This is an optimization exercise on Yosys and OpenROAD, whose aim is small area, a short achievable clock period and few clock cycles, not a production implementation.
At most, simulation tests tie the RTL to the original design; equivalence was not proved.
For run 1, only the layout was checked, not whether the RTL still works.
No activity file was given, so power comes from the tool's default toggle rates.

<file path="flow/flow/run.sh">
#!/bin/bash
# The standard layout, with plain buffers (sky130_fd_sc_hd__buf_1) on the
# ports in place of the delay cells that buffer_ports picks by default.
# Timing repair aims at 4.0 ns of setup slack up to clock tree synthesis,
# and at 3.3 ns in the repair after global routing.
set -euo pipefail
export BUFFER_PORTS_ARGS="-buffer_cell sky130_fd_sc_hd__buf_1"
SETUP_SLACK_MARGIN=4.0 bash standard.sh cts > standard_make_to_cts.log 2>&1
SETUP_SLACK_MARGIN=3.3 bash standard.sh > standard_make.log 2>&1
</file>
<file path="flow/standard.sh">
#!/bin/bash
# synth_recipe.tcl (not shown) runs the flow's synth.tcl, then flattens the netlist and writes it again
# the make line also repeats each setting of config.mk as NAME=value (left out here)
make -C /OpenROAD-flow-scripts/flow DESIGN_CONFIG=/design/flow/config.mk WORK_HOME=/design/flow/orfs CLKGATE_MAP_FILE= SYNTH_SCRIPT=/design/flow/synth_recipe.tcl "${@:-finish}"
</file>
<file path="flow/config.mk">
export PLATFORM = sky130hd
export DESIGN_NAME = fpu
export DESIGN_NICKNAME = fpu
export VERILOG_FILES = /design/flow/design.v
export SDC_FILE = /design/flow/constraint.sdc
export NUM_CORES = 4
export LEC_CHECK = 0
export ABC_AREA = 1
export CAP_MARGIN = 20
export CORE_MARGIN = 2
export CORE_UTILIZATION = 45
export GPL_TIMING_DRIVEN = 0
export SLEW_MARGIN = 20
</file>
<file path="flow/constraint.sdc">
create_clock -name core_clock -period 10.0 [get_ports {clk}]
set_input_delay 2.0000 -clock core_clock [delete_from_list [all_inputs] [get_ports {clk}]]
set_output_delay 2.0000 -clock core_clock [all_outputs]
set_load 0.01 [all_outputs]
</file>
<file path="flow/design.v">
module fpu(
    input  logic [31:0] op_A_in,
    input  logic [31:0] op_B_in,
    input  logic clk,
    input  logic reset,
    input  logic start,
    output logic [31:0] data_out,
    output logic [3:0]  status_out,
    output logic done
);
    logic [7:0]  ea, eb, e_l, gt, eq;
    logic [8:0]  d_ab;
    logic [4:0]  sh;
    logic        a_ge_e, e_eq, fa_lt, a_big, s_l, eff_sub, swap_f, big;
    logic [25:0] m_a, m_b, m_l, m_s, m_s_sh, lost_mask;
    logic        sticky;
    logic [26:0] x, y, g, p, gg, pp, sum;
    always_comb begin
        ea   = op_A_in[30:23];
        eb   = op_B_in[30:23];
        m_a  = {|ea, op_A_in[22:0], 2'b00};
        m_b  = {|eb, op_B_in[22:0], 2'b00};
        d_ab = {1'b0, ea} - {1'b0, eb};
        gt = ea & ~eb;
        eq = ~(ea ^ eb);
        for (int l = 0; l < 3; l++)
            for (int i = 0; i < 8; i += 2 << l) begin
                gt[i] = gt[i + (1 << l)] | (eq[i + (1 << l)] & gt[i]);
                eq[i] = eq[i + (1 << l)] & eq[i];
            end
        a_ge_e = gt[0] | eq[0];
        e_eq   = eq[0];
        fa_lt  = op_A_in[22:0] < op_B_in[22:0];
        e_l  = a_ge_e ? ea  : eb;
        m_l  = a_ge_e ? m_a : m_b;
        m_s  = a_ge_e ? m_b : m_a;
        sh   = a_ge_e ? d_ab[4:0] : eb[4:0] - ea[4:0];
        a_big = e_eq ? ~fa_lt : a_ge_e;
        s_l   = a_big ? op_A_in[31] : op_B_in[31];
        eff_sub = op_A_in[31] ^ op_B_in[31];
        swap_f  = eff_sub & e_eq & fa_lt;
        big       = d_ab[8] ? (d_ab[7:0] <= 8'd231) : (d_ab[7:0] >= 8'd25);
        m_s_sh    = big ? 26'd0 : (m_s >> sh);
        lost_mask = big ? 26'h3ffffff : ~(26'h3ffffff << sh);
        sticky    = |(m_s & lost_mask);
        x = {1'b0, m_l} ^ {27{eff_sub}};
        y = {1'b0, m_s_sh};
        g = x & y;
        p = x ^ y;
        gg = g;
        pp = p;
        gg[0] = g[0] | (p[0] & swap_f);
        for (int l = 0; l < 5; l++)
            for (int i = (2 << l) - 1; i < 27; i += (2 << l)) begin
                gg[i] = gg[i] | (pp[i] & gg[i - (1 << l)]);
                pp[i] = pp[i] & pp[i - (1 << l)];
            end
        for (int l = 3; l >= 0; l--)
            for (int i = (3 << l) - 1; i < 27; i += (2 << l)) begin
                gg[i] = gg[i] | (pp[i] & gg[i - (1 << l)]);
                pp[i] = pp[i] & pp[i - (1 << l)];
            end
        sum = (p ^ {27{eff_sub & ~swap_f}}) ^ {gg[25:0], swap_f};
    end
    logic [26:0] r;
    logic [7:0]  e_q;
    logic        s_q, sticky_q;
    always_ff @(posedge clk) begin
        r        <= sum;
        e_q      <= e_l;
        s_q      <= s_l;
        sticky_q <= sticky;
    end
    always_ff @(posedge clk or negedge reset) begin
        if (!reset) done <= 1'b0;
        else        done <= start;
    end
    logic        zero, left, c_out, uf, ovf;
    logic [25:0] w, n0, n1, n2, n3, n4;
    logic        uf_le, uf_eq;
    logic [23:0] ca;
    logic [22:0] inc, f_out;
    logic [4:0]  k;
    logic [7:0]  e_p1, e_p2, e_nr, e_left, e_out;
    always_comb begin
        zero = ~|r;
        left = ~r[26] & ~r[25];
        w  = r[26] ? r[26:1] : r[25:0];
        ca = w[25:2];
        for (int l = 0; l < 5; l++)
            for (int i = 0; i < 24; i++)
                if (i[l]) ca[i] = ca[i] & ca[((i >> (l + 1)) << (l + 1)) + (1 << l) - 1];
        inc   = w[24:2] ^ ({ca[21:0], 1'b1} & {23{w[0]}});
        c_out = w[0] & ca[23];
        e_p1  = e_q + 8'd1;
        e_p2  = e_q + 8'd2;
        e_nr  = (r[26] & c_out) ? e_p2 : (r[26] | c_out) ? e_p1 : e_q;
        k[4] = ~|r[25:10]; n1 = k[4] ? {r[9:0], 16'd0} : r[25:0];
        k[3] = ~|n1[25:18]; n2 = k[3] ? {n1[17:0], 8'd0} : n1;
        k[2] = ~|n2[25:22]; n3 = k[2] ? {n2[21:0], 4'd0} : n2;
        k[1] = ~|n3[25:24]; n4 = k[1] ? {n3[23:0], 2'd0} : n3;
        k[0] = ~n4[25];     n0 = k[0] ? {n4[24:0], 1'd0} : n4;
        e_left = e_q - {3'd0, k};
        uf_le = 1'b0;
        uf_eq = ~|e_q[7:5];
        for (int i = 4; i >= 0; i--) begin
            uf_le = uf_le | (uf_eq & ~e_q[i] & k[i]);
            uf_eq = uf_eq & ~(e_q[i] ^ k[i]);
        end
        uf   = ~r[26] & (uf_le | uf_eq);
        ovf  = (&e_q) | (~left & ((e_q == 8'd254 & (r[26] | c_out)) | (e_q == 8'd253 & r[26] & c_out)));
        e_out = left ? e_left : e_nr;
        f_out = left ? n0[24:2] : inc;
        if (zero) begin
            data_out = 32'd0;                   status_out = 4'b0001;
        end else if (ovf) begin
            data_out = {s_q, 8'hFF, 23'd0};     status_out = 4'b0100;
        end else if (uf) begin
            data_out = 32'd0;                   status_out = 4'b1000;
        end else begin
            data_out = {s_q, e_out, f_out};
            status_out = (w[0] && !left) || sticky_q ? 4'b0010 : 4'b0001;
        end
    end
endmodule
</file>
==> results of run 1 <==
-- metal layers --
| layer | vias to the layer above | global-route usage, % |
|---|---|---|
| li1 | 5803 | - |
| met1 | 5051 | 38.21 |
| met2 | 377 | 58.18 |
| met4 | 0 | 18.01 |
| met3 | 88 | 1.656 |
| met5 | - | 0 |
-- how the worst max path moves through the flow --
stage	to	slack, ns	depth (start not counted)
6_report	data_out[29]	3.77	30
5_1_grt	r[23]$_DFF_P_	3.36	36
4_1_cts	data_out[29]	3.85	31
3_5_place_dp	r[26]$_DFF_P_	2.22	40
2_1_floorplan	r[25]$_DFF_P_	4.02	36
3_3_place_gp	r[26]$_DFF_P_	2.24	40
-- logic make-up after synthesis --
logic type,count (synthesis),synth area share [%]
buffers and inverters,287,12.39
AO/OA/AOI/OAI,334,19.71
flip-flops,38,8.372
AND/OR/NAND/NOR,856,39.82
adder cells (fa/ha/maj),74,10.37
XOR/XNOR,94,9.001
multiplexers,3,0.3283
-- metrics by stage --
stage	power (W)	setup WS, ns	instances	hold slack (ns)	util [%]
global route	0.002967	3.363	2119	1.468	55.74
floorplan	0.001698	4.022	1686	1.704	-
CTS	0.002670	3.853	2119	1.467	55.74
global placement	0.002246	2.243	2059	1.762	49.13
finish	0.002711	3.770	2119	1.467	55.74
detailed placement	0.002253	2.223	2059	1.766	49.13
-- cell type report --
type                            instances  area [µm²]  share of cell area, %
Clock buffer                            6       138.9                  1.239
Clock inverter                          2       12.51                 0.1117
Inverter                              210       795.8                  7.101
Timing Repair Buffer                  155       868.3                  7.749
Tap cell                              270       337.8                  3.015
Multi-Input combinational cell       1361        7766                  69.31
Sequential cell                        38       773.2                  6.900
Buffer                                 77       513.0                  4.578
-- placed cells by master, fill, tap and decap left out, drive strengths merged, types with 3 or more instances in the layout --
| master | n |
|---|---|
| nor4 | 8 |
| clkinv | 5 |
| o21a | 10 |
| and2 | 4 |
| nor2 | 151 |
| mux2i | 3 |
| buf | 190 |
| inv | 206 |
| xor2 | 80 |
| clkbuf | 46 |
| o31ai | 4 |
| ha | 71 |
| or2 | 5 |
| dfxtp | 37 |
| nand2 | 505 |
| a211oi | 8 |
| nand3 | 141 |
| nand4 | 19 |
| o21bai | 5 |
| fa | 3 |
| o21ai | 206 |
| a21oi | 81 |
| a31oi | 6 |
| xnor2 | 14 |
| o211ai | 3 |
| nor3 | 19 |
| o22ai | 3 |
-- report_power, final --
group          switching [W]  internal, W  total (W)
sequential         0.0000634     0.000219   0.000283
combinational        0.00146     0.000810    0.00227
clock              0.0000617    0.0000986   0.000160
total                0.00158      0.00113    0.00271
-- synthesized netlist by cell type (all sizes together) (4+ instances only) --
master / number / area share (%)
a211oi: 8 / 0.66
a21oi: 81 / 4.4
a31oi: 6 / 0.57
and2: 4 / 0.27
buf: 37 / 2.1
clkbuf: 40 / 1.7
clkinv: 4 / 0.16
dfxtp: 37 / 8.1
ha: 71 / 9.7
inv: 206 / 8.5
nand2: 505 / 21
nand3: 141 / 8.0
nand4: 19 / 1.4
nor2: 151 / 6.6
nor3: 19 / 1.0
nor4: 8 / 0.55
o21a: 10 / 0.82
o21ai: 206 / 11
o21bai: 5 / 0.41
o31ai: 4 / 0.33
or2: 5 / 0.34
xnor2: 14 / 1.3
xor2: 80 / 7.7
-- flip-flops by register name (all words and copies together), names as in the netlist --
register	cells
r	27
e_q	8
done	1
s_q	1
sticky_q	1
-- critical path, delay by kind of cell (launching register included) --
family	cells	cell delay (ns)
simple gates	14	1.50
compound gates	6	0.95
buf+inv	8	0.76
fa+ha+maj	2	0.36
flops	1	0.35
-- repair_timing --
| action | 4_1_cts | 5_1_grt |
|---|---|---|
| hold endpoints to repair | 0 | 0 |
| setup endpoints to repair | 61 | 0 |
| buffers inserted | 50 | 0 |
| gates resized for setup | 251 | 0 |
==> run notes, run 1 <==
Max Fclk=160.5 MHz; grt ovf=0; syn_nets=1,827; final antenna diode count=0; Die Span Y=146.6 µm; WP data arrival=4.23 ns; CTS sink count=38; CTS root buf=clkbuf_16; crit-path max FO=8; P_leak=5.671 nW; unrepaired setup endpoints after global routing=false; Core Region=20,100 µm²; DIE AREA=21,480 µm²; CP most frequent cell=nand2_4; fin area=11,210 µm²; max_cap viols=0; CTS Buf Count=5; Post-Syn Instances=1,686; Placer Congestion=0.9816; Rel. slew slack=42.84%; Unique masters post-synth=51; DR vias/cell=5.342; H-tree levels=2; Syn Area/Cell=5.425 µm²; Post-synth top flop=dfxtp_1; # nets final=1,989; worst setup path class=flop to primary output; Seq/Total Area, Yosys=8.372%; effective utilization at floorplan=45.49%; crit share post-route=62.30%; Power Density=241.9 nW/µm²; drt first pass iters=5; CP Launch Point=r[10]$_DFF_P_; first-pass GRT wire length=55.66 mm; Slew @ Worst Pin=0.8574 ns; CTS tree=yes; initial DRC count=733; count of pins over their slew limit=0; fillers=2,191; Worst Hold Class=input pin to async pin; min Tclk post-route=6.230 ns; met3 WL=1.498 mm; worst path required time=8.00 ns; routed len/inst=16.50 µm; final WL=34.96 mm; port buffer count=103; placed cell area=9877 µm²; I/O pin cnt=104; Routed Antenna Nets=0; row cnt=52; Post-Route Setup TNS=0 ns; Startpoint Class=flop; initial antenna violation count=0; Hold Fails Final Rpt=0; highest metal used=met4; largest net degree at the start of global routing=13; vias=11,319; met1 WL=14.48 mm; area delta synth->final=22.52%; CP peak stage delay=0.35 ns; final setup fails=0; CP endpoint kind=primary output; layout cells sized above 1=14.82%; Die Span X=146.6 µm; total track usage=32.25%; maximum VDD drop=0.1006 mV; status=timing/DRC/antenna clean; # DRC=0; dpl hpwl=28.54 mm; Post-synth EDFFs=0; ys async rst share=2.632%; synth warn=1; cell area after synthesis=9146 µm²; vias in the first global route=10,831; Post-CTS Hold Buffers=0; CP max stage cell=dfxtp_4; CTS clock-pin slew for the worst setup and hold paths=0.06 ns; buffer depth of the longest clock path=2; Seq cells post-synth=38; DR WL met2=16.74 mm
==> run 2, diff against run 1 <==
--- a/flow/design.v
+++ b/flow/design.v
@@ -81,7 +81,7 @@
     logic [23:0] ca;
     logic [22:0] inc, f_out;
     logic [4:0]  k;
-    logic [7:0]  e_p1, e_p2, e_nr, e_left, e_out;
+    logic [7:0]  e_p1, e_nr, e_left, e_out;
     always_comb begin
         zero = ~|r;
         left = ~r[26] & ~r[25];
@@ -93,8 +93,7 @@
         inc   = w[24:2] ^ ({ca[21:0], 1'b1} & {23{w[0]}});
         c_out = w[0] & ca[23];
         e_p1  = e_q + 8'd1;
-        e_p2  = e_q + 8'd2;
-        e_nr  = (r[26] & c_out) ? e_p2 : (r[26] | c_out) ? e_p1 : e_q;
+        e_nr  = (r[26] | c_out) ? e_p1 : e_q;
         k[4] = ~|r[25:10]; n1 = k[4] ? {r[9:0], 16'd0} : r[25:0];
         k[3] = ~|n1[25:18]; n2 = k[3] ? {n1[17:0], 8'd0} : n1;
         k[2] = ~|n2[25:22]; n3 = k[2] ? {n2[21:0], 4'd0} : n2;
@@ -108,7 +107,7 @@
             uf_eq = uf_eq & ~(e_q[i] ^ k[i]);
         end
         uf   = ~r[26] & (uf_le | uf_eq);
-        ovf  = (&e_q) | (~left & ((e_q == 8'd254 & (r[26] | c_out)) | (e_q == 8'd253 & r[26] & c_out)));
+        ovf  = (&e_q) | (~left & e_q == 8'd254 & (r[26] | c_out));
         e_out = left ? e_left : e_nr;
         f_out = left ? n0[24:2] : inc;
         if (zero) begin
==> flow/flow/run.sh (replaced) <==
#!/bin/bash
# The standard layout, with plain buffers (sky130_fd_sc_hd__buf_1) on the
# ports in place of the delay cells that buffer_ports picks by default.
# Timing repair aims at 3.2 ns of setup slack up to clock tree synthesis,
# and at 2.8 ns in the repair after global routing.
set -euo pipefail
export BUFFER_PORTS_ARGS="-buffer_cell sky130_fd_sc_hd__buf_1"
SETUP_SLACK_MARGIN=3.2 bash standard.sh cts > standard_make_to_cts.log 2>&1
SETUP_SLACK_MARGIN=2.8 bash standard.sh > standard_make.log 2>&1
==> run 2 against run 1 <==
Against the previous run: still clean; sequential cell count unchanged; critical path type is now input pin to flop; final cell count decreased by 4.7%; sequential power increased by 7%; critical path depth increased by 4; sequential share of layout area increased by 0.86 points; synthesized cell count decreased by 2.7%; via count decreased by 5.1%; routed wire length decreased by 6.4%; hold slack improved by 0.0045 ns; global-route usage decreased by 0.80 points; power decreased by 8.0%.
==> run notes, run 2 <==
largest registers=r (27), e_q (8); syn_nets=1,780; ys async rst share=2.632%; total track usage=31.45%; Post-synth top flop=dfxtp_1; buffer depth of the longest clock path=2; multi-input gate area in the final layout=7152 µm²; Hold Fails Final Rpt=0; initial antenna violation count=0; DR vias/cell=5.320; largest area contributor in the netlist=nand2_1; # DRC=0; Net Sw Frac=60.21%; worst setup path class=input pin to flop; crit-path max FO=10; Seq/Total Area, Yosys=8.589%; Power Density=252.6 nW/µm²; maximum VDD drop=0.08732 mV; DIE AREA=20,950 µm²; synth warn=1; CTS sink count=38; CTS tree=yes; Seq cells post-synth=38; port buffer count=103; WP data arrival=7.01 ns; CTS clock-pin slew for the worst setup and hold paths=0.06 ns; placed cell area=9633 µm²; fillers=2,229; initial DRC count=769; Max Fclk=146.4 MHz; grt ovf=0; Largest Register=r; I/O pin cnt=104; vias=10,741; final setup fails=0; status=timing/DRC/antenna clean; count of pins over their slew limit=0; drt first pass iters=7; Int Pwr=0.0009921 W; Clk pwr share=6.4%; fin worst setup slack=3.169 ns; Post-CTS Hold Buffers=0; CTS root buf=clkbuf_16; area delta synth->final=10.71%; Worst Hold Class=input pin to async pin; Placer Congestion=1.013; flip-flop count of the largest register after layout=27; layout cells sized above 1=7.412%; ranking of synthesized cells by area=nand2_1 22%, ha_1 9.7%, o21ai_0 9.7%, dfxtp_1 8.3%, inv_1 7.2%; cell area after synthesis=8915 µm²; Slew @ Worst Pin=0.9134 ns; switching pwr=0.001501 W; Rel. slew slack=38.88%; dpl ws=2.100 ns; largest net degree at the start of global routing=13; Comb pwr share=81.5%; Post-synth EDFFs=0; most frequent cells in the layout=509 x nand2_1, 171 x inv_1, 153 x o21ai_0; Startpoint Class=input pin; most numerous cell in the Yosys netlist=nand2_1; most common library cells after synthesis=513 x nand2_1, 172 x inv_1, 172 x o21ai_0; Die Span Y=144.8 µm; Tot Pwr=0.002493 W; Syn Area/Cell=5.433 µm²; sequential share of power=12.1%; min Tclk post-route=6.831 ns; max_cap viols=0; H-tree levels=2; register area=765.7 µm²; # nets final=1,892; first-pass GRT wire length=51.64 mm; Post-Route Setup TNS=0 ns; CP most frequent cell=nand2_1; most frequent standard cell in the layout excluding fill and tap cells=nand2_1; Die Span X=144.8 µm; Routed Antenna Nets=0; CP endpoint kind=flop; final antenna diode count=0; CTS Buf Count=5; Unique masters post-synth=51; row cnt=51; vias in the first global route=9,776; CP peak stage delay=0.47 ns; routed len/inst=16.21 µm; CP max stage cell=o21ai_0; unrepaired setup endpoints after global routing=false; Core Region=19,460 µm²; worst path required time=10.17 ns; effective utilization at floorplan=45.81%; Post-Syn Instances=1,641; final WL=32.72 mm; crit share post-route=68.31%; WHS=1.472 ns; fin area=9869 µm²; dpl hpwl=27.97 mm; P_leak=5.006 nW; Synth top area share=21.60%
[run 2: final timing paths]
check,depth (start not counted),start,to
setup / recovery,34,op_A_in[28],r[25]$_DFF_P_
max in group asynchronous,1,reset,done$_DFF_PN0_
min in group core_clock,1,start,done$_DFF_PN0_
hold / removal,1,reset,done$_DFF_PN0_
[run 2: per-stage QoR]
| stage | utilization (%) | std cells |
|---|---|---|
| after detailed placement | 49.50 | 2009 |
| after global routing | 50.71 | 2019 |
| after CTS | 50.60 | 2019 |
| after global placement | 49.50 | 2009 |
| after floorplan | - | 1641 |
| final | 50.71 | 2019 |
[run 2: critical path, delay by kind of cell]
family | cells | cell delay [ns]
and+or+nand+nor | 21 | 2.10
AOI/OAI and AO/OA | 7 | 1.62
buffers and inverters | 4 | 0.62
adders and majority gates | 2 | 0.65
[run 2: layer usage]
layer  wire length (µm)  part of all wire, %  GRT usage (%)
met3               1235                  3.8          1.053
met1              14180                   43          39.05
met4               1535                  4.7          13.44
met5                  0                    0              0
met2              15770                   48          56.78
[run 2: layout make-up]
cell class,instances,area share (%)
clock buffers,6,1.407
clock inverters,2,0.1268
plain buffers,73,3.715
well taps,265,3.360
flip-flops and latches,38,7.759
inverters,185,7.074
repair buffers,105,4.095
multi-input cells,1345,72.46
[run 2: power groups by stage]
stage / Clock [W] / Sequential (W) / Combinational [W]
after floorplan: 0 / 0.000262 / 0.00148
after global placement: 0 / 0.000301 / 0.00198
after detailed placement: 0 / 0.000301 / 0.00198
after CTS: 0.000164 / 0.000298 / 0.00200
after global routing: 0.000169 / 0.000307 / 0.00231
final: 0.000161 / 0.000302 / 0.00203
[run 2: kinds of logic after synthesis]
| family | share of synthesized area, % |
|---|---|
| and+or+nand+nor | 41.78 |
| AOI/OAI and AO/OA | 18.86 |
| buffers and inverters | 11.82 |
| xor gates and xnor gates | 8.253 |
| adders and majority gates | 10.36 |
| DFF | 8.589 |
| muxes | 0.3369 |
[run 2: timing repair]
action	4_1_cts	5_1_grt
buffers inserted	2	0
endpoints found under the setup margin	20	6
gates resized for setup	33	11
pin swaps	2	2
Testbench counts of run 2, summed over its fixed seeds: cycles 3,200.
==> run 3, diff against run 2 <==
==> flow/flow/run.sh (replaced) <==
#!/bin/bash
# The standard layout, with plain buffers (sky130_fd_sc_hd__buf_1) on the
# ports in place of the delay cells that buffer_ports picks by default.
# Timing repair aims at 3.6 ns of setup slack up to clock tree synthesis,
# and at 3.0 ns in the repair after global routing.
set -euo pipefail
export BUFFER_PORTS_ARGS="-buffer_cell sky130_fd_sc_hd__buf_1"
SETUP_SLACK_MARGIN=3.6 bash standard.sh cts > standard_make_to_cts.log 2>&1
SETUP_SLACK_MARGIN=3.0 bash standard.sh > standard_make.log 2>&1
==> run 3 against run 2 <==
Against the previous run: still clean; power rose by 0.81%; combinational power barely moved; worst setup slack improved by 0.31 ns; non-clock buffer count rose by 1; via count barely moved; routed wire length rose by 0.31%; largest cell class unchanged.
==> run notes, run 3 <==
port buffer count=103; first-pass GRT wire length=52.04 mm; drt first pass iters=7; max_cap viols=0; CTS clock-pin slew for the worst setup and hold paths=0.06 ns; status=timing/DRC/antenna clean; CTS tree=yes; most frequent standard cell in the layout excluding fill and tap cells=nand2_1; Die Span Y=144.8 µm; CP peak stage delay=0.31 ns; CP delay by family, top=simple AND/OR/NAND/NOR gates; total track usage=31.66%; routed len/inst=16.25 µm; syn_nets=1,780; Post-Route Setup TNS=0 ns; CP most frequent cell=nand2_1; CP bufs+invs=5; Seq/Total Area, Yosys=8.589%; Worst Hold Class=input pin to async pin; Post-Syn Instances=1,641; Rel. slew slack=39.94%; H-tree levels=2; WP data arrival=6.69 ns; ys async rst share=2.632%; Die Span X=144.8 µm; DR vias/cell=5.314; final WL=32.82 mm; Post-synth top flop=dfxtp_1; # nets final=1,893; Routed Antenna Nets=0; crit share post-route=65.20%; Max Fclk=153.4 MHz; row cnt=51; Seq cells post-synth=38; worst setup path class=input pin to flop; CTS sink count=38; most common library cells after synthesis=513 x nand2_1, 172 x inv_1, 172 x o21ai_0; final antenna diode count=0; Synth top area share=21.60%; Syn Area/Cell=5.433 µm²; Slew @ Worst Pin=0.8976 ns; largest area contributor in the netlist=nand2_1; fillers=2,220; CP endpoint kind=flop; flip-flop count of the largest register after layout=27; dpl hpwl=27.97 mm; P_leak=5.036 nW; most numerous cell in the Yosys netlist=nand2_1; Finished Core Util=51.34%; initial DRC count=780; Post-synth EDFFs=0; maximum VDD drop=0.08821 mV; buffer depth of the longest clock path=2; count of pins over their slew limit=0; Placer Congestion=1.013; CTS Buf Count=5; CP max stage cell=ha_1; ranking of synthesized cells by area=nand2_1 22%, ha_1 9.7%, o21ai_0 9.7%, dfxtp_1 8.3%, inv_1 7.2%; cell area after synthesis=8915 µm²; worst path required time=10.17 ns; vias=10,735; min Tclk post-route=6.520 ns; initial antenna violation count=0; vias in the first global route=9,822; Power Density=251.5 nW/µm²; Core Region=19,460 µm²; DIE AREA=20,950 µm²; Largest Register=r; largest registers=r (27), e_q (8); Unique masters post-synth=51; Hold Fails Final Rpt=0; I/O pin cnt=104; synth warn=1; area delta synth->final=12.08%; CTS root buf=clkbuf_16; effective utilization at floorplan=45.81%; crit-path max FO=10; CP Launch Point=op_B_in[28]; # DRC=0; final setup fails=0; layout cells sized above 1=8.262%; largest net degree at the start of global routing=13; unrepaired setup endpoints after global routing=false; most frequent cells in the layout=507 x nand2_1, 171 x inv_1, 146 x o21ai_0; grt ovf=0; Startpoint Class=input pin
-- run 3: cell count changes in the layout (fill, tap and decap cells not counted), sizes merged --
cell,before,now
clkbuf,36,34
buf,148,151
-- run 3: layout make-up --
class	instances	area, µm²	share of cell area, %
multi-input combinational	1345	7252	72.58
timing repair buffer	106	412.9	4.132
clock inverter	2	12.51	0.1252
tap	265	331.6	3.318
buffer	73	380.4	3.807
clock buffer	6	138.9	1.390
inverter	185	698.2	6.987
sequential	38	765.7	7.663
-- run 3: stage by stage --
step           hold WS [ns]  std cells  instance area (µm²)  setup WS, ns  power [W]
4_1_cts               1.466       2020                 9992         3.601   0.002490
3_3_place_gp          1.762       2009                 9633         2.145   0.002283
5_1_grt               1.464       2020                 9992         3.018   0.002804
3_5_place_dp          1.770       2009                 9633         2.100   0.002285
6_report              1.473       2020                 9992         3.480   0.002513
2_1_floorplan         1.704       1641                 8915         3.976   0.001740
-- run 3: what timing repair did --
action	CTS	global route
pin swaps	4	0
setup endpoints to repair	29	2
setup buffers	3	0
gates resized for setup	72	1
hold buffers	0	0
-- run 3: final timing paths --
check | end | cells past startpoint
min in group core_clock | done$_DFF_PN0_ | 1
setup / recovery | r[25]$_DFF_P_ | 39
hold / removal | done$_DFF_PN0_ | 1
max in group asynchronous | done$_DFF_PN0_ | 1
-- run 3: metal layers --
metal	vias up	track usage [%]	wire length, µm
met5	-	0	0
met1	4829	39.35	14330
met3	66	1.053	1131
li1	5553	-	-
met2	287	57.32	15900
met4	0	13.13	1459
-- run 3: kinds of logic (layout without fill, tap and decap cells) --
kind of cell    after synthesis  count (layout)  share of synthesized area [%]
flops                        38              38                          8.589
xor+xnor                     84              84                          8.253
compound gates              313             313                          18.86
simple gates                873             873                          41.78
fa+ha+maj                    72              72                          10.36
buf+inv                     258             372                          11.82
mux                           3               3                         0.3369
-- run 3: report_power, final --
group / internal (W) / switching (W) / total (W)
sequential: 0.000217 / 0.0000839 / 0.000301
clock: 0.0000987 / 0.0000620 / 0.000161
combinational: 0.000688 / 0.00136 / 0.00205
total: 0.00100 / 0.00151 / 0.00251
==> run 4, diff against run 3 <==
==> flow/flow/run.sh (replaced) <==
#!/bin/bash
# The standard layout, with plain buffers (sky130_fd_sc_hd__buf_1) on the
# ports in place of the delay cells that buffer_ports picks by default.
# Timing repair aims at 3.8 ns of setup slack up to clock tree synthesis,
# and at 3.0 ns in the repair after global routing.
set -euo pipefail
export BUFFER_PORTS_ARGS="-buffer_cell sky130_fd_sc_hd__buf_1"
SETUP_SLACK_MARGIN=3.8 bash standard.sh cts > standard_make_to_cts.log 2>&1
SETUP_SLACK_MARGIN=3.0 bash standard.sh > standard_make.log 2>&1
--- a/flow/config.mk
+++ b/flow/config.mk
@@ -9,5 +9,6 @@
 export CAP_MARGIN = 20
 export CORE_MARGIN = 2
 export CORE_UTILIZATION = 45
+export CTS_BUF_LIST = sky130_fd_sc_hd__clkbuf_4 sky130_fd_sc_hd__clkbuf_8
 export GPL_TIMING_DRIVEN = 0
 export SLEW_MARGIN = 20
==> run 4 against run 3 <==
Against the previous run: sequential share of layout area is essentially flat; sequential cell count is the same; critical path depth shrank 5; core utilization grew 0.89 points; sequential power grew 2%.
==> run notes, run 4 <==
# DRC=0; dpl hpwl=27.97 mm; synth warn=1; CP peak stage delay=0.42 ns; row cnt=51; min Tclk post-route=6.353 ns; first-pass GRT wire length=52.47 mm; most numerous cell in the Yosys netlist=nand2_1; crit-path max FO=10; Hold Fails Final Rpt=0; placed cell area=9633 µm²; Post-synth EDFFs=0; CTS Buf Count=5; final setup fails=0; DR vias/cell=5.343; CP max stage cell=clkbuf_1; Post-Route Setup TNS=0 ns; Worst setup endpoint=r[25]$_DFF_P_; most frequent standard cell in the layout excluding fill and tap cells=nand2_1; Slew @ Worst Pin=0.8780 ns; CP most frequent cell=nand2_1; CTS sink count=38; final antenna diode count=0; vias=10,836; CP endpoint kind=flop; max_cap viols=0; Worst Hold Class=input pin to async pin; Seq cells post-synth=38; count of pins over their slew limit=0; buffer depth of the longest clock path=2; Startpoint Class=input pin; initial antenna violation count=0; Max Fclk=157.4 MHz; area delta synth->final=14.02%; Finished Core Util=52.23%; most common library cells after synthesis=513 x nand2_1, 172 x inv_1, 172 x o21ai_0; Die Span X=144.8 µm; WP data arrival=6.54 ns; largest net degree at the start of global routing=13; worst setup path class=input pin to flop; final WL=33.29 mm; CTS root buf=clkbuf_8; Unique masters post-synth=51; Placer Congestion=1.013; vias in the first global route=9,912; most frequent cells in the layout=503 x nand2_1, 167 x inv_1, 139 x nor2_1; fin area=10,160 µm²; register area=775.7 µm²; routed len/inst=16.42 µm; Seq/Total Area, Yosys=8.589%; H-tree levels=2; Routed Antenna Nets=0; P_leak=5.097 nW; DIE AREA=20,950 µm²; largest registers=r (27), e_q (8); Power Density=248.8 nW/µm²; Largest Register=r; layout cells sized above 1=10.78%; crit share post-route=63.53%; Post-synth top flop=dfxtp_1; CTS tree=yes; largest area contributor in the netlist=nand2_1; grt ovf=0; CTS clock-pin slew for the worst setup and hold paths=0.08 ns; Die Span Y=144.8 µm; port buffer count=103; maximum VDD drop=0.09012 mV; CP Launch Point=op_A_in[23]; # nets final=1,901; drt first pass iters=8; effective utilization at floorplan=45.81%; Core Region=19,460 µm²; Syn Area/Cell=5.433 µm²; total track usage=31.93%; syn_nets=1,780; Post-Syn Instances=1,641; ys async rst share=2.632%; worst path required time=10.19 ns; status=timing/DRC/antenna clean; flip-flop count of the largest register after layout=27; unrepaired setup endpoints after global routing=false; initial DRC count=746; Rel. slew slack=41.25%; cell area after synthesis=8915 µm²; Synth top area share=21.60%; fillers=2,203; multi-input gate area in the final layout=7361 µm²; ranking of synthesized cells by area=nand2_1 22%, ha_1 9.7%, o21ai_0 9.7%, dfxtp_1 8.3%, inv_1 7.2%; I/O pin cnt=104
run 4: cell count changes in the layout (fill, tap and decap cells not counted), sizes merged:
cell	delta
buf	+8
run 4: final cells by class:
class	count	share of cell area, %
Clock buffer	6	0.8124
Tap cell	265	3.262
Timing Repair Buffer	114	4.727
Multi-Input combinational cell	1345	72.42
Inverter	185	6.942
Buffer	73	4.087
Sequential cell	38	7.632
Clock inverter	2	0.1231
run 4: where the power goes:
group / total, W / leakage, nW / switching (W) / internal, W
Sequential: 0.000306 / 0.323 / 0.0000852 / 0.000221
Clock: 0.000113 / 0.0472 / 0.0000574 / 0.0000555
Combinational: 0.00211 / 4.73 / 0.00139 / 0.000720
run 4: timing repair:
item / CTS / global route
setup endpoints to repair: 50 / 0
gates resized for setup: 138 / 0
setup buffers: 10 / 0
hold buffers: 0 / 0
run 4: per-layer routing:
layer,vias up,global-route usage (%),routed length [µm]
met5,-,0,0
met4,0,13.90,1551
met3,69,1.020,1315
met2,328,57.62,16060
met1,4870,39.60,14360
li1,5569,-,-
run 4: worst min path at each step:
| stage | startpoint | to | slack [ns] |
|---|---|---|---|
| after CTS | reset | done$_DFF_PN0_ | 1.45 |
| final | reset | done$_DFF_PN0_ | 1.45 |
| after global routing | reset | done$_DFF_PN0_ | 1.45 |
| after global placement | reset | done$_DFF_PN0_ | 1.76 |
| after floorplan | reset | done$_DFF_PN0_ | 1.70 |
| after detailed placement | reset | done$_DFF_PN0_ | 1.77 |
run 4: metrics by stage:
step / hold WS, ns / worst slack (ns) / cells / total power, W
final: 1.451 / 3.647 / 2028 / 0.002529
after global routing: 1.445 / 3.165 / 2028 / 0.002816
after CTS: 1.448 / 3.802 / 2028 / 0.002500
after detailed placement: 1.770 / 2.100 / 2009 / 0.002285
after global placement: 1.762 / 2.145 / 2009 / 0.002283
after floorplan: 1.704 / 3.976 / 1641 / 0.001740
run 4: worst max-delay path: cells and delay by family:
family	cells	cell delay [ns]
multiplexers	1	0.19
buffers and inverters	7	1.33
adder cells (fa/ha/maj)	2	0.59
AO/OA/AOI/OAI	4	0.62
AND/OR/NAND/NOR	20	1.81
run 4: cell families after synthesis:
| group | share of synthesized area, % |
|---|---|
| flops | 8.589 |
| simple gates | 41.78 |
| xor+xnor | 8.253 |
| mux | 0.3369 |
| compound gates | 18.86 |
| fa+ha+maj | 10.36 |
| buf+inv | 11.82 |
==> run 5, diff against run 4 <==
--- a/flow/config.mk
+++ b/flow/config.mk
@@ -9,6 +9,5 @@
 export CAP_MARGIN = 20
 export CORE_MARGIN = 2
 export CORE_UTILIZATION = 45
-export CTS_BUF_LIST = sky130_fd_sc_hd__clkbuf_4 sky130_fd_sc_hd__clkbuf_8
 export GPL_TIMING_DRIVEN = 0
 export SLEW_MARGIN = 20
==> run 5 against run 4 <==
Against the previous run: still clean on timing, DRC and antenna; sequential cell count is the same; via count increased by 0.24%; synthesized cell count stayed put; final cell count about the same; hold slack gained 0.020 ns; combinational power hardly changed; worst setup slack improved by 0.018 ns; power increased by 1.4%; critical path type unchanged.
==> run notes, run 5 <==
status=timing/DRC/antenna clean; initial DRC count=768; final antenna diode count=0; most numerous cell in the Yosys netlist=nand2_1; dpl ws=2.100 ns; I/O pin cnt=104; flip-flop count of the largest register after layout=27; Syn Area/Cell=5.433 µm²; Rel. slew slack=39.05%; final setup fails=0; Die Span Y=144.8 µm; most frequent cells in the layout=504 x nand2_1, 169 x inv_1, 139 x nor2_1; CTS sink count=38; most frequent standard cell in the layout excluding fill and tap cells=nand2_1; ys async rst share=2.632%; Net Sw Frac=59.71%; buffer depth of the longest clock path=2; area delta synth->final=14.47%; sequential share of power=11.9%; Clk pwr share=6.2%; first-pass GRT wire length=52.41 mm; Startpoint Class=input pin; Largest Register=r; CTS root buf=clkbuf_16; CP most frequent cell=nand2_1; largest registers=r (27), e_q (8); largest area contributor in the netlist=nand2_1; unrepaired setup endpoints after global routing=false; Slew @ Worst Pin=0.9109 ns; Die Span X=144.8 µm; ranking of synthesized cells by area=nand2_1 22%, ha_1 9.7%, o21ai_0 9.7%, dfxtp_1 8.3%, inv_1 7.2%; routed len/inst=16.41 µm; Post-Route Setup TNS=0 ns; Seq/Total Area, Yosys=8.589%; worst setup path class=input pin to flop; syn_nets=1,780; Tot Pwr=0.002565 W; CP max stage cell=ha_1; CTS Buf Count=5; Synth top area share=21.60%; Worst Hold Class=input pin to async pin; # nets final=1,899; fin area=10,200 µm²; Synth Area in XOR/XNOR=8.253%; Hold Fails Final Rpt=0; H-tree levels=2; count of pins over their slew limit=0; vias in the first global route=9,899; crit share post-route=63.35%; P_leak=5.116 nW; Unique masters post-synth=51; final WL=33.25 mm; WP data arrival=6.51 ns; cell area after synthesis=8915 µm²; largest net degree at the start of global routing=13; post-synthesis compound-gate area fraction=18.86%; effective utilization at floorplan=45.81%; Core Region=19,460 µm²; row cnt=51; initial antenna violation count=0; maximum VDD drop=0.08804 mV; CP peak stage delay=0.31 ns; adder-cell share of the synthesized area=10.36%; # DRC=0; worst path required time=10.17 ns; switching pwr=0.001532 W; dpl hpwl=27.97 mm; layout cells sized above 1=10.56%; Max Fclk=157.9 MHz; min Tclk post-route=6.335 ns; vias=10,862; CTS tree=yes; Post-Synth Simple-Gate Area=41.78%; fin worst setup slack=3.665 ns; grt ovf=0; CP endpoint kind=flop; post-synthesis mux area share=0.3368%; Power Density=251.4 nW/µm²; drt first pass iters=5; Post-synth top flop=dfxtp_1; largest family of logic cells by synthesized area=simple AND/OR/NAND/NOR gates; CTS clock-pin slew for the worst setup and hold paths=0.06 ns; Post-synth EDFFs=0; Routed Antenna Nets=0; DR vias/cell=5.361; most common library cells after synthesis=513 x nand2_1, 172 x inv_1, 172 x o21ai_0; DIE AREA=20,950 µm²; Int Pwr=0.001034 W; Seq cells post-synth=38; Comb pwr share=81.8%; total track usage=31.90%; Post-Syn Instances=1,641; max_cap viols=0; placed cell area=9633 µm²; port buffer count=103; Finished Core Util=52.43%; crit-path max FO=10; Placer Congestion=1.013; synth warn=1
## run 5: cell counts after synthesis
Identical to the previous run, type by type.
## run 5: logic make-up (layout without fill, tap and decap cells)
group / count (synthesis) / in the layout
AND/OR/NAND/NOR: 873 / 873
AO/OA/AOI/OAI: 313 / 313
buffers and inverters: 258 / 378
XOR/XNOR: 84 / 84
adder cells (fa/ha/maj): 72 / 72
flip-flops: 38 / 38
multiplexers: 3 / 3
## run 5: final cells by class
cell class | instances | area [µm²]
tap | 265 | 331.6
fill | 2200 | 9258
multi-input combinational | 1345 | 7358
clock buffer | 6 | 138.9
buffer | 73 | 415.4
inverter | 185 | 705.7
timing repair buffer | 112 | 465.4
sequential | 38 | 777.0
clock inverter | 2 | 12.51
## run 5: stage by stage
stage	hold WS, ns	cells
floorplan	1.704	1641
global placement	1.762	2009
detailed placement	1.770	2009
CTS	1.466	2026
finish	1.471	2026
global route	1.467	2026
## run 5: path summary, 6_finish.rpt
| kind | slack, ns | start | cells after the start | to |
|---|---|---|---|---|
| setup / recovery | 3.67 | op_B_in[28] | 37 | r[25]$_DFF_P_ |
| hold / removal | 1.47 | reset | 1 | done$_DFF_PN0_ |
| max in group asynchronous | 8.43 | reset | 1 | done$_DFF_PN0_ |
| min in group core_clock | 1.82 | start | 1 | done$_DFF_PN0_ |
## run 5: repair_timing
| action | CTS | global route |
|---|---|---|
| resized for setup | 136 | 0 |
| hold buffers | 0 | 0 |
| buffers inserted | 8 | 0 |
| setup endpoints to repair | 49 | 0 |
| hold endpoints to repair | 0 | 0 |
## run 5: layer usage
layer  wire length, µm  GRT usage (%)
met5                 0              0
met4              1485          13.49
met3              1330          1.119
met2             16110          57.80
met1             14330          39.49
## run 5: worst max-delay path: cells and delay by family
family                     cells  cell delay (ns)
AOI/OAI and AO/OA              8             1.40
and+or+nand+nor               22             1.91
adders and majority gates      2             0.52
buffers and inverters          5             0.62
## run 5: power groups by stage
stage / sequential [W] / clock, W / combinational (W)
CTS: 0.000303 / 0.000164 / 0.00207
finish: 0.000306 / 0.000160 / 0.00210
detailed placement: 0.000301 / 0 / 0.00198
global placement: 0.000301 / 0 / 0.00198
floorplan: 0.000262 / 0 / 0.00148
global route: 0.000312 / 0.000169 / 0.00237
==> run 6, diff against run 5 <==
--- a/flow/design.v
+++ b/flow/design.v
@@ -88,8 +88,11 @@
         w  = r[26] ? r[26:1] : r[25:0];
         ca = w[25:2];
         for (int l = 0; l < 5; l++)
-            for (int i = 0; i < 24; i++)
-                if (i[l]) ca[i] = ca[i] & ca[((i >> (l + 1)) << (l + 1)) + (1 << l) - 1];
+            for (int i = (2 << l) - 1; i < 24; i += (2 << l))
+                ca[i] = ca[i] & ca[i - (1 << l)];
+        for (int l = 3; l >= 0; l--)
+            for (int i = (3 << l) - 1; i < 24; i += (2 << l))
+                ca[i] = ca[i] & ca[i - (1 << l)];
         inc   = w[24:2] ^ ({ca[21:0], 1'b1} & {23{w[0]}});
         c_out = w[0] & ca[23];
         e_p1  = e_q + 8'd1;
==> run 6 against run 5 <==
Against the previous run: still clean on timing, DRC and antenna; critical path depth fell by 5; worst setup slack improved by 0.0021 ns; sequential share of layout area fell by 0.063 points; largest cell class unchanged; highest routed layer unchanged.
==> run notes, run 6 <==
maximum VDD drop=0.07538 mV; largest net degree at the start of global routing=12; buffer depth of the longest clock path=2; Post-synth top flop=dfxtp_1; total track usage=30.53%; Startpoint Class=input pin; Max Fclk=157.9 MHz; largest area contributor in the netlist=nand2_1; final antenna diode count=0; final WL=31.96 mm; Post-CTS Hold Buffers=0; Hold Fails Final Rpt=0; CTS tree=yes; Largest Register=r; first-pass GRT wire length=50.03 mm; I/O pin cnt=104; Core Region=19,400 µm²; area delta synth->final=14.58%; most frequent standard cell in the layout excluding fill and tap cells=nand2_1; Syn Area/Cell=5.492 µm²; most frequent cells in the layout=441 x nand2_1, 168 x inv_1, 161 x nor2_1; worst setup path class=input pin to flop; effective utilization at floorplan=45.70%; worst path required time=10.16 ns; Rel. slew slack=55.14%; most common library cells after synthesis=455 x nand2_1, 186 x o21ai_0, 168 x inv_1; Placer Congestion=1.010; Slew @ Worst Pin=0.6658 ns; Die Span X=144.4 µm; unrepaired setup endpoints after global routing=false; # DRC=0; row cnt=51; multi-input gate area in the final layout=7244 µm²; max_cap viols=0; GR Layer Usage met3=1.755%; grt ovf=0; cell area after synthesis=8865 µm²; Die Span Y=144.4 µm; Post-Syn Instances=1,614; CP bufs+invs=6; DR vias/cell=5.314; CP most frequent cell=nand2_1; Seq/Total Area, Yosys=8.638%; synth warn=1; initial antenna violation count=0; fin area=10,160 µm²; drt first pass iters=7; Power Density=215.4 nW/µm²; dpl ws=2.534 ns; WP depth=32; crit share post-route=63.33%; CP delay by family, top=compound AO/OA/AOI/OAI gates; ranking of synthesized cells by area=nand2_1 19%, o21ai_0 11%, ha_1 9.7%, nand3_1 8.6%, dfxtp_1 8.4%; count of pins over their slew limit=0; CTS clock-pin slew for the worst setup and hold paths=0.05 ns; final setup fails=0; ys async rst share=2.632%; Worst Hold Class=input pin to async pin; vias=10,666; CP endpoint kind=flop; CTS Buf Count=5; status=timing/DRC/antenna clean; most crowded layer after global routing=met2; CP max stage cell=o21ai_0; register area=767.0 µm²; P_leak=5.041 nW; DIE AREA=20,840 µm²; min Tclk post-route=6.333 ns; Synth top area share=19.27%; Seq cells post-synth=38; Post-synth EDFFs=0; CTS root buf=clkbuf_16; placed cell area=9583 µm²; Post-Route Setup TNS=0 ns; met1 GRT Util=36.76%; crit-path max FO=10; Unique masters post-synth=55; CTS sink count=38; flip-flop count of the largest register after layout=27; fillers=2,216; fin worst setup slack=3.667 ns; syn_nets=1,753; Routed Antenna Nets=0; initial DRC count=673; most numerous cell in the Yosys netlist=nand2_1; routed len/inst=15.92 µm; # nets final=1,880; port buffer count=103; largest registers=r (27), e_q (8); WP data arrival=6.49 ns; CP peak stage delay=0.34 ns; layout cells sized above 1=9.644%; GR Util met2=54.63%; Finished Core Util=52.36%; dpl hpwl=26.86 mm; vias in the first global route=9,932; H-tree levels=2
## run 6: metrics by stage
| stage | instances | total power (W) | hold slack, ns |
|---|---|---|---|
| after global routing | 2007 | 0.002406 | 1.484 |
| after floorplan | 1614 | 0.001472 | 1.704 |
| after CTS | 2007 | 0.002165 | 1.475 |
| after detailed placement | 1982 | 0.001925 | 1.770 |
| after global placement | 1982 | 0.001922 | 1.763 |
| final | 2007 | 0.002188 | 1.481 |
## run 6: final timing paths
kind,start,end,slack [ns]
worst max-delay path,op_A_in[25],r[26]$_DFF_P_,3.67
worst min-delay path,reset,done$_DFF_PN0_,1.48
max in group asynchronous,reset,done$_DFF_PN0_,8.42
min in group core_clock,start,done$_DFF_PN0_,1.82
## run 6: timing repair
item | CTS | global route
endpoints found under the setup margin | 44 | 0
setup buffers | 16 | 0
gates resized for setup | 108 | 0
## run 6: cell type report
cell class                 instances  share of cell area (%)
clock inverter                     1                  0.2956
tap                              265                   3.264
buffer                            72                   3.930
multi-input combinational       1318                   71.32
clock buffer                       7                   1.306
timing repair buffer             120                   5.371
inverter                         186                   6.960
sequential                        38                   7.551
## run 6: logic make-up (layout without fill, tap and decap cells)
| group | after synthesis | in the layout | synth area share [%] |
|---|---|---|---|
| flops | 38 | 38 | 8.638 |
| xor+xnor | 86 | 86 | 8.497 |
| buf+inv | 258 | 386 | 11.95 |
| mux | 7 | 7 | 0.7904 |
| simple gates | 845 | 845 | 40.68 |
| compound gates | 308 | 308 | 19.03 |
| fa+ha+maj | 72 | 72 | 10.42 |
## run 6: layer usage
metal | wire, µm | vias up
li1 | - | 5526
met1 | 13620 | 4670
met2 | 15190 | 379
met3 | 1493 | 91
met4 | 1661 | 0
met5 | 0 | -
## run 6: where the power goes
part | switching (W) | internal (W) | leakage [nW]
logic | 0.00116 | 0.000590 | 4.64
clock network | 0.0000522 | 0.000118 | 0.0781
registers | 0.0000571 | 0.000210 | 0.323
total | 0.00127 | 0.000918 | 5.04
Testbench counts of run 6, summed over its fixed seeds: cycles 3,200.
==> run 7, diff against run 6 <==
==> flow/flow/run.sh (replaced) <==
#!/bin/bash
# The standard layout, with plain buffers (sky130_fd_sc_hd__buf_1) on the
# ports in place of the delay cells that buffer_ports picks by default.
# Timing repair aims at 3.6 ns of setup slack up to clock tree synthesis,
# and at 3.0 ns in the repair after global routing.
set -euo pipefail
export BUFFER_PORTS_ARGS="-buffer_cell sky130_fd_sc_hd__buf_1"
SETUP_SLACK_MARGIN=3.6 bash standard.sh cts > standard_make_to_cts.log 2>&1
SETUP_SLACK_MARGIN=3.0 bash standard.sh > standard_make.log 2>&1
==> run 7 against run 6 <==
Against the previous run: still clean on timing, DRC and antenna; area after synthesis is the same; global-route usage shrank 0.23 points; largest cell class unchanged; critical path type unchanged; worst setup slack got worse by 0.23 ns; largest power group unchanged.
==> run notes, run 7 <==
Post-CTS Hold Buffers=0; row cnt=51; dpl hpwl=26.86 mm; Post-Syn Instances=1,614; CP endpoint kind=flop; Routed Antenna Nets=0; Post-Route Setup TNS=0 ns; layout cells sized above 1=7.279%; maximum VDD drop=0.08413 mV; largest registers=r (27), e_q (8); CP max stage cell=ha_2; Largest Register=r; worst path required time=10.16 ns; Post-synth top flop=dfxtp_1; Syn Area/Cell=5.492 µm²; # DRC=0; crit-path max FO=10; CP peak stage delay=0.31 ns; syn_nets=1,753; Power Density=216.5 nW/µm²; Core Region=19,400 µm²; Rel. slew slack=53.08%; area delta synth->final=11.98%; buffer depth of the longest clock path=2; flip-flop count of the largest register after layout=27; Die Span Y=144.4 µm; largest net degree at the start of global routing=12; CP most frequent cell=nand2_1; Die Span X=144.4 µm; Placer Congestion=1.010; dpl ws=2.534 ns; CTS tree=yes; Startpoint Class=input pin; grt ovf=0; worst setup path class=input pin to flop; # nets final=1,869; H-tree levels=2; ranking of synthesized cells by area=nand2_1 19%, o21ai_0 11%, ha_1 9.7%, nand3_1 8.6%, dfxtp_1 8.4%; CTS root buf=clkbuf_16; CTS Buf Count=5; largest area contributor in the netlist=nand2_1; final WL=31.64 mm; DIE AREA=20,840 µm²; port buffer count=103; cell area after synthesis=8865 µm²; synth warn=1; crit share post-route=65.58%; Slew @ Worst Pin=0.6965 ns; P_leak=4.937 nW; most numerous cell in the Yosys netlist=nand2_1; most frequent cells in the layout=453 x nand2_1, 168 x inv_1, 162 x nor2_1; count of pins over their slew limit=0; Finished Core Util=51.17%; CTS clock-pin slew for the worst setup and hold paths=0.05 ns; final setup fails=0; Seq cells post-synth=38; Post-synth EDFFs=0; DR vias/cell=5.346; WP data arrival=6.72 ns; most frequent standard cell in the layout excluding fill and tap cells=nand2_1; Hold Fails Final Rpt=0; unrepaired setup endpoints after global routing=false; Unique masters post-synth=55; initial DRC count=605; Synth top area share=19.27%; fin worst setup slack=3.442 ns; I/O pin cnt=104; fillers=2,235; Tot Pwr=0.002149 W; vias in the first global route=9,830; Max Fclk=152.5 MHz; most common library cells after synthesis=455 x nand2_1, 186 x o21ai_0, 168 x inv_1; CTS sink count=38; Seq/Total Area, Yosys=8.638%; drt first pass iters=5; Worst Hold Class=input pin to async pin; min Tclk post-route=6.558 ns; status=timing/DRC/antenna clean; initial antenna violation count=0; first-pass GRT wire length=49.69 mm; effective utilization at floorplan=45.70%; vias=10,671; max_cap viols=0; final antenna diode count=0; routed len/inst=15.85 µm; total track usage=30.30%; ys async rst share=2.632%
-- run 7: cell counts after synthesis --
No cell type changed its count.
-- run 7: power by group --
| part | internal, W | switching, W | total [W] |
|---|---|---|---|
| sequential | 0.000210 | 0.0000554 | 0.000265 |
| combinational | 0.000566 | 0.00115 | 0.00171 |
| clock | 0.000118 | 0.0000521 | 0.000170 |
| total | 0.000894 | 0.00126 | 0.00215 |
-- run 7: path summary, 6_finish.rpt --
| path | startpoint | endpoint | cells past startpoint |
|---|---|---|---|
| setup / recovery | op_B_in[28] | r[26]$_DFF_P_ | 41 |
| hold / removal | reset | done$_DFF_PN0_ | 1 |
| max in group asynchronous | reset | done$_DFF_PN0_ | 1 |
| min in group core_clock | start | done$_DFF_PN0_ | 1 |
-- run 7: repair_timing --
action | CTS | global route
resized for setup | 63 | 3
endpoints found under the setup margin | 23 | 3
pin swaps | 6 | 1
buffers inserted | 6 | 0
-- run 7: cell type report --
type,instances,area [µm²],share of cell area (%)
Multi-Input combinational cell,1318,7141,71.93
Clock buffer,7,132.6,1.336
Buffer,72,387.9,3.907
Sequential cell,38,765.7,7.714
Timing Repair Buffer,109,435.4,4.386
Inverter,186,703.2,7.083
Clock inverter,1,30.03,0.3025
Tap cell,265,331.6,3.340
-- run 7: worst max-delay path, delay by kind of cell --
kind                     cells  cell delay (ns)
AND/OR/NAND/NOR             27             2.49
buffers and inverters        6             0.65
adder cells (fa/ha/maj)      2             0.60
AO/OA/AOI/OAI                6             0.95
-- run 7: cell families (layout without fill, tap and decap cells) --
logic type | Yosys count | in the layout | share of synthesized area [%]
fa+ha+maj | 72 | 72 | 10.42
mux | 7 | 7 | 0.7904
simple gates | 845 | 845 | 40.68
compound gates | 308 | 308 | 19.03
xor+xnor | 86 | 86 | 8.497
flops | 38 | 38 | 8.638
buf+inv | 258 | 375 | 11.95
-- run 7: routing by layer --
metal | vias to the layer above | track usage (%) | wire length, µm
met5 | - | 0 | 0
met4 | 0 | 15.28 | 1612
met3 | 83 | 1.358 | 1665
met2 | 407 | 54.15 | 14970
met1 | 4677 | 36.96 | 13400
li1 | 5504 | - | -
-- run 7: stage by stage --
stage          std cells  area, µm²  hold slack [ns]
6_report            1996       9927            1.481
5_1_grt             1996       9927            1.484
2_1_floorplan       1614       8865            1.704
3_5_place_dp        1982       9583            1.770
3_3_place_gp        1982       9583            1.763
4_1_cts             1996       9923            1.475
==> run 8, diff against run 7 <==
--- a/flow/design.v
+++ b/flow/design.v
@@ -9,6 +9,7 @@
     output logic done
 );
     logic [7:0]  ea, eb, e_l, gt, eq;
+    logic [22:0] fl, fe;
     logic [8:0]  d_ab;
     logic [4:0]  sh;
     logic        a_ge_e, e_eq, fa_lt, a_big, s_l, eff_sub, swap_f, big;
@@ -30,7 +31,14 @@
             end
         a_ge_e = gt[0] | eq[0];
         e_eq   = eq[0];
-        fa_lt  = op_A_in[22:0] < op_B_in[22:0];
+        fl = ~op_A_in[22:0] & op_B_in[22:0];
+        fe = ~(op_A_in[22:0] ^ op_B_in[22:0]);
+        for (int w = 1; w < 23; w <<= 1)
+            for (int i = 0; i + w < 23; i += 2 * w) begin
+                fl[i] = fl[i + w] | (fe[i + w] & fl[i]);
+                fe[i] = fe[i + w] & fe[i];
+            end
+        fa_lt  = fl[0];
         e_l  = a_ge_e ? ea  : eb;
         m_l  = a_ge_e ? m_a : m_b;
         m_s  = a_ge_e ? m_b : m_a;
==> run 8 against run 7 <==
Against the previous run: area after synthesis is 3.6% lower; critical path type unchanged; sequential share of layout area increased by 0.16 points; first-iteration DRC count up 21%; fmax up 1.3%; count of clock-buffer cells in the layout fell by 2; core utilization rose by 1.8 points; power is 1.1% lower; critical endpoint unchanged.
==> run notes, run 8 <==
Rel. slew slack=41.25%; Unique masters post-synth=51; CP peak stage delay=0.32 ns; total track usage=29.98%; final antenna diode count=0; crit-path max FO=10; dpl hpwl=25.46 mm; most frequent standard cell in the layout excluding fill and tap cells=nand2_1; Hold Fails Final Rpt=0; effective utilization at floorplan=45.85%; status=timing/DRC/antenna clean; final WL=30.19 mm; CP Launch Point=op_B_in[29]; I/O pin cnt=104; Post-Route Setup TNS=0 ns; P_leak=4.827 nW; Tot Pwr=0.002125 W; Die Span Y=141.8 µm; ys async rst share=2.632%; CTS root buf=clkbuf_16; vias=10,262; first-pass GRT wire length=48.85 mm; CTS sink count=38; syn_nets=1,689; Die Span X=141.8 µm; largest net degree at the start of global routing=14; Post-synth EDFFs=0; row cnt=50; cell area after synthesis=8548 µm²; CP max stage cell=ha_1; dpl ws=2.220 ns; Seq/Total Area, Yosys=8.958%; # DRC=0; fin area=9874 µm²; unrepaired setup endpoints after global routing=false; CTS Buf Count=5; maximum VDD drop=0.08722 mV; grt ovf=0; Placer Congestion=0.9786; Seq cells post-synth=38; final setup fails=0; # nets final=1,813; Worst setup endpoint=r[26]$_DFF_P_; Worst Hold Class=input pin to async pin; Post-Syn Instances=1,550; Slew @ Worst Pin=0.8779 ns; initial antenna violation count=0; placed cell area=9228 µm²; Power Density=215.2 nW/µm²; vias in the first global route=9,643; Largest Register=r; largest registers=r (27), e_q (8); Max Fclk=154.4 MHz; Core Region=18,640 µm²; crit share post-route=64.76%; most numerous cell in the Yosys netlist=nand2_1; worst path required time=10.18 ns; drt first pass iters=8; WP data arrival=6.65 ns; layout cells sized above 1=8.657%; DIE AREA=20,110 µm²; Routed Antenna Nets=0; worst setup path class=input pin to flop; buffer depth of the longest clock path=2; most frequent cells in the layout=420 x nand2_1, 166 x inv_1, 158 x o21ai_0; port buffer count=103; Post-CTS Hold Buffers=0; H-tree levels=2; flip-flop count of the largest register after layout=27; CP most frequent cell=nand2_1; most common library cells after synthesis=428 x nand2_1, 192 x o21ai_0, 170 x inv_1; synth warn=1; DR vias/cell=5.376; CTS clock-pin slew for the worst setup and hold paths=0.05 ns; Syn Area/Cell=5.515 µm²; max_cap viols=0; ranking of synthesized cells by area=nand2_1 19%, o21ai_0 11%, ha_1 10%, dfxtp_1 8.7%, nand3_1 7.7%; Startpoint Class=input pin; Synth top area share=18.79%; area delta synth->final=15.52%; CP endpoint kind=flop; routed len/inst=15.82 µm; min Tclk post-route=6.476 ns; Post-synth top flop=dfxtp_1; CTS tree=yes; initial DRC count=732; fin worst setup slack=3.524 ns; largest area contributor in the netlist=nand2_1; count of pins over their slew limit=0
[run 8: changes by cell type after synthesis, moves of 7 or more]
cell | previous run | this run
nand2_1 | 455 | 428
nor3_1 | 10 | 17
inv_2 | 15 | 6
nand3_1 | 152 | 131
nor2_1 | 163 | 142
clkbuf_1 | 35 | 47
buf_2 | 25 | 10
nand4_1 | 22 | 13
[run 8: layout make-up]
| class | instances | area, µm² |
|---|---|---|
| plain buffers | 69 | 357.8 |
| multi-input cells | 1264 | 7073 |
| clock inverters | 3 | 68.82 |
| inverters | 179 | 683.2 |
| well taps | 234 | 292.8 |
| repair buffers | 117 | 496.7 |
| clock buffers | 5 | 125.1 |
| fillers | 2084 | 8768 |
| flip-flops and latches | 38 | 777.0 |
[run 8: worst min path at each step]
stage,from,end,slack [ns],depth (start not counted)
floorplan,reset,done$_DFF_PN0_,1.70,0
global route,reset,done$_DFF_PN0_,1.47,1
global placement,reset,done$_DFF_PN0_,1.76,1
finish,reset,done$_DFF_PN0_,1.47,1
CTS,reset,done$_DFF_PN0_,1.47,1
detailed placement,reset,done$_DFF_PN0_,1.77,1
[run 8: worst max-delay path: cells and delay by family]
family / cells / cell delay (ns)
and+or+nand+nor: 14 / 1.23
muxes: 2 / 0.39
buffers and inverters: 5 / 0.74
adders and majority gates: 2 / 0.62
AOI/OAI and AO/OA: 8 / 1.66
[run 8: report_power, final]
| group | leakage (nW) | switching [W] | total, W | internal, W |
|---|---|---|---|---|
| clock | 0.0940 | 0.0000598 | 0.000203 | 0.000143 |
| sequential | 0.324 | 0.0000619 | 0.000276 | 0.000214 |
| combinational | 4.41 | 0.00109 | 0.00165 | 0.000558 |
[run 8: kinds of logic (layout without fill, tap and decap cells)]
kind of cell	Yosys count	after routing	synth area share, %
mux	5	5	0.5855
simple gates	762	762	37.32
fa+ha+maj	72	72	10.80
buf+inv	248	373	11.30
flops	38	38	8.958
xor+xnor	94	94	9.631
compound gates	331	331	21.40
[run 8: per-layer routing]
metal | GRT usage, % | wire [µm] | vias to the layer above
met4 | 13.79 | 1356 | 0
met3 | 1.316 | 1038 | 77
met5 | 0 | 0 | -
li1 | - | - | 5335
met1 | 36.65 | 13110 | 4536
met2 | 54.27 | 14680 | 314
[run 8: what timing repair did]
item	CTS	global route
pin swaps	11	0
gates resized for setup	136	4
buffers inserted	14	0
endpoints found under the setup margin	59	2
[run 8: metrics by stage]
| step | hold WS, ns | utilization, % | cells |
|---|---|---|---|
| after global placement | 1.763 | 49.50 | 1887 |
| after CTS | 1.465 | 52.91 | 1909 |
| after global routing | 1.467 | 52.97 | 1909 |
| final | 1.471 | 52.97 | 1909 |
| after floorplan | 1.704 | - | 1550 |
| after detailed placement | 1.765 | 49.50 | 1887 |
Testbench counts of run 8, summed over its fixed seeds: cycles 3,200.
==> run 9, diff against run 8 <==
==> flow/flow/run.sh (replaced) <==
#!/bin/bash
# The standard layout, with plain buffers (sky130_fd_sc_hd__buf_1) on the
# ports in place of the delay cells that buffer_ports picks by default.
# Timing repair aims at 3.8 ns of setup slack up to clock tree synthesis,
# and at 3.0 ns in the repair after global routing.
set -euo pipefail
export BUFFER_PORTS_ARGS="-buffer_cell sky130_fd_sc_hd__buf_1"
SETUP_SLACK_MARGIN=3.8 bash standard.sh cts > standard_make_to_cts.log 2>&1
SETUP_SLACK_MARGIN=3.0 bash standard.sh > standard_make.log 2>&1
--- a/flow/config.mk
+++ b/flow/config.mk
@@ -9,5 +9,5 @@
 export CAP_MARGIN = 20
 export CORE_MARGIN = 2
 export CORE_UTILIZATION = 45
-export GPL_TIMING_DRIVEN = 0
+export GPL_TIMING_DRIVEN = 1
 export SLEW_MARGIN = 20
==> run 9 against run 8 <==
Against the previous run: still clean; power is 8.0% higher; core utilization up 4.1 points; sequential share of layout area decreased by 0.59 points; hold slack got worse by 0.0024 ns; synthesized cell count unchanged; worst setup slack better by 0.11 ns; clock power about the same.
==> run notes, run 9 <==
status=timing/DRC/antenna clean; largest net degree at the start of global routing=51; maximum VDD drop=0.09136 mV; Post-synth top flop=dfxtp_1; row cnt=50; CP most frequent cell=nand2_1; CP endpoint kind=flop; dpl hpwl=22.77 mm; P_leak=5.138 nW; Max Fclk=157.2 MHz; Unique masters post-synth=51; min Tclk post-route=6.362 ns; DR vias/cell=5.495; synth warn=1; crit share post-route=63.62%; Startpoint Class=input pin; most frequent standard cell in the layout excluding fill and tap cells=nand2_1; largest area contributor in the netlist=nand2_1; ys async rst share=2.632%; ranking of synthesized cells by area=nand2_1 19%, o21ai_0 11%, ha_1 10%, dfxtp_1 8.7%, nand3_1 7.7%; GR Util met2=54.06%; Synth top area share=18.79%; CP peak stage delay=0.30 ns; Post-Syn Instances=1,550; flip-flop count of the largest register after layout=27; unrepaired setup endpoints after global routing=false; most frequent cells in the layout=412 x nand2_1, 163 x inv_1, 142 x o21ai_0; GR Layer Usage met3=1.755%; cell area after synthesis=8548 µm²; Seq/Total Area, Yosys=8.958%; DIE AREA=20,110 µm²; CTS tree=yes; Finished Core Util=57.04%; most crowded layer after global routing=met2; Slew @ Worst Pin=0.9847 ns; count of pins over their slew limit=0; initial DRC count=651; CTS Buf Count=5; H-tree levels=2; grt ovf=0; placed cell area=9021 µm²; Die Span X=141.8 µm; WP data arrival=6.54 ns; I/O pin cnt=104; CTS sink count=38; area delta synth->final=24.40%; Post-Route Setup TNS=0 ns; buffer depth of the longest clock path=2; Rel. slew slack=33.95%; CTS clock-pin slew for the worst setup and hold paths=0.06 ns; Syn Area/Cell=5.515 µm²; routed len/inst=16.05 µm; CTS root buf=clkbuf_16; final setup fails=0; Placer Congestion=0.9627; port buffer count=103; first-pass GRT wire length=49.42 mm; initial antenna violation count=0; syn_nets=1,689; Core Region=18,640 µm²; vias=10,539; # DRC=0; worst path required time=10.17 ns; Post-synth EDFFs=0; Post-CTS Hold Buffers=0; Power Density=215.8 nW/µm²; drt first pass iters=5; worst setup path class=input pin to flop; fin area=10,630 µm²; Seq cells post-synth=38; effective utilization at floorplan=45.85%; most common library cells after synthesis=428 x nand2_1, 192 x o21ai_0, 170 x inv_1; final antenna diode count=0; Worst Hold Class=input pin to async pin; crit-path max FO=25; largest registers=r (27), e_q (8); max_cap viols=0; Die Span Y=141.8 µm; Hold Fails Final Rpt=0; vias in the first global route=9,719; layout cells sized above 1=14.61%; final WL=30.78 mm; Routed Antenna Nets=0; met1 GRT Util=37.03%; Largest Register=r; # nets final=1,822; most numerous cell in the Yosys netlist=nand2_1; CP max stage cell=ha_4; total track usage=30.41%
run 9: report_power, final:
group / leakage [nW] / switching, W / total [W] / internal (W)
clock network: 0.0940 / 0.0000604 / 0.000204 / 0.000143
logic: 4.72 / 0.00117 / 0.00182 / 0.000648
registers: 0.323 / 0.0000614 / 0.000275 / 0.000213
run 9: how the worst max path moves through the flow:
stage / startpoint / end / slack, ns
6_report: op_B_in[28] / r[26]$_DFF_P_ / 3.64
5_1_grt: op_B_in[28] / r[26]$_DFF_P_ / 3.19
2_1_floorplan: op_B_in[28] / r[26]$_DFF_P_ / 3.81
3_3_place_gp: r[25]$_DFF_P_ / data_out[10] / 1.74
3_5_place_dp: r[25]$_DFF_P_ / data_out[22] / 1.51
4_1_cts: op_B_in[28] / r[26]$_DFF_P_ / 3.80
run 9: layout make-up:
cell class                      instances  area (µm²)
Multi-Input combinational cell       1274        7500
Fill cell                            1909        8009
Clock buffer                            5       125.1
Tap cell                              234       292.8
Inverter                              179       721.9
Timing Repair Buffer                  181        1127
Clock inverter                          3       68.82
Timing Repair inverter                  4       23.77
Sequential cell                        38       774.5
run 9: metal layers:
metal / part of all wire, % / vias up / wire [µm]
li1: - / 5355 / -
met1: 42 / 4641 / 12870
met2: 48 / 438 / 14630
met3: 5.2 / 105 / 1592
met4: 5.5 / 0 / 1690
met5: 0 / - / 0
run 9: kinds of logic (layout without fill, tap and decap cells):
group / count (synthesis) / in the layout / share of synthesized area [%]
AO/OA/AOI/OAI: 331 / 332 / 21.40
buffers and inverters: 248 / 372 / 11.30
adder cells (fa/ha/maj): 72 / 72 / 10.80
flip-flops: 38 / 38 / 8.958
multiplexers: 5 / 5 / 0.5855
XOR/XNOR: 94 / 94 / 9.631
AND/OR/NAND/NOR: 762 / 771 / 37.32
run 9: metrics by stage:
stage	worst slack [ns]	cells	hold slack, ns	total power (W)
detailed placement	1.510	1829	1.765	0.001782
CTS	3.804	1918	1.462	0.002265
global route	3.194	1918	1.464	0.002505
finish	3.638	1918	1.469	0.002295
floorplan	3.815	1550	1.704	0.001387
global placement	1.736	1829	1.762	0.001783
run 9: repair_timing:
item	4_1_cts	5_1_grt
setup endpoints to repair	63	0
resized for setup	236	0
buffers inserted	63	0
run 9: worst max-delay path: cells and delay by family:
kind	cells	cell delay, ns
and+or+nand+nor	25	2.54
AOI/OAI and AO/OA	6	0.83
adders and majority gates	2	0.60
buffers and inverters	5	0.52

afterwards: timing with drivers on the ports:
How much do the figures lean on ideal ports? The routed layouts below were timed once more, with nothing changed but the port constraints. Step 1 assumes that a clkbuf_16 drives the clock port and a buf_2 every other input. Step 2 also shifts input and output timing later by t, the mid clock arrival at the registers, as if the neighbouring blocks saw the same clock. Slacks: no drivers / after step 1 / after step 2; pairs: no drivers / after step 1.
run | t (ns) | setup WS [ns] | pins driven straight from the clock port
run 1 | 0.318 | 3.770 / 3.733 / 3.594 | 1
run 2 | 0.317 | 3.169 / 3.183 / 2.867 | 1
run 3 | 0.315 | 3.480 / 3.496 / 3.181 | 1
run 4 | 0.324 | 3.647 / 3.649 / 3.325 | 1
run 5 | 0.315 | 3.665 / 3.681 / 3.366 | 1
run 6 | 0.308 | 3.667 / 3.683 / 3.375 | 1
run 7 | 0.308 | 3.442 / 3.455 / 3.147 | 1
run 8 | 0.314 | 3.524 / 3.518 / 3.221 | 1
run 9 | 0.315 | 3.638 / 3.643 / 3.329 | 1
After both steps setup and hold are still met in every run listed. The setup slack of run 4, which loses most, moves by +0.002 ns with the drivers and by -0.322 ns with both steps.
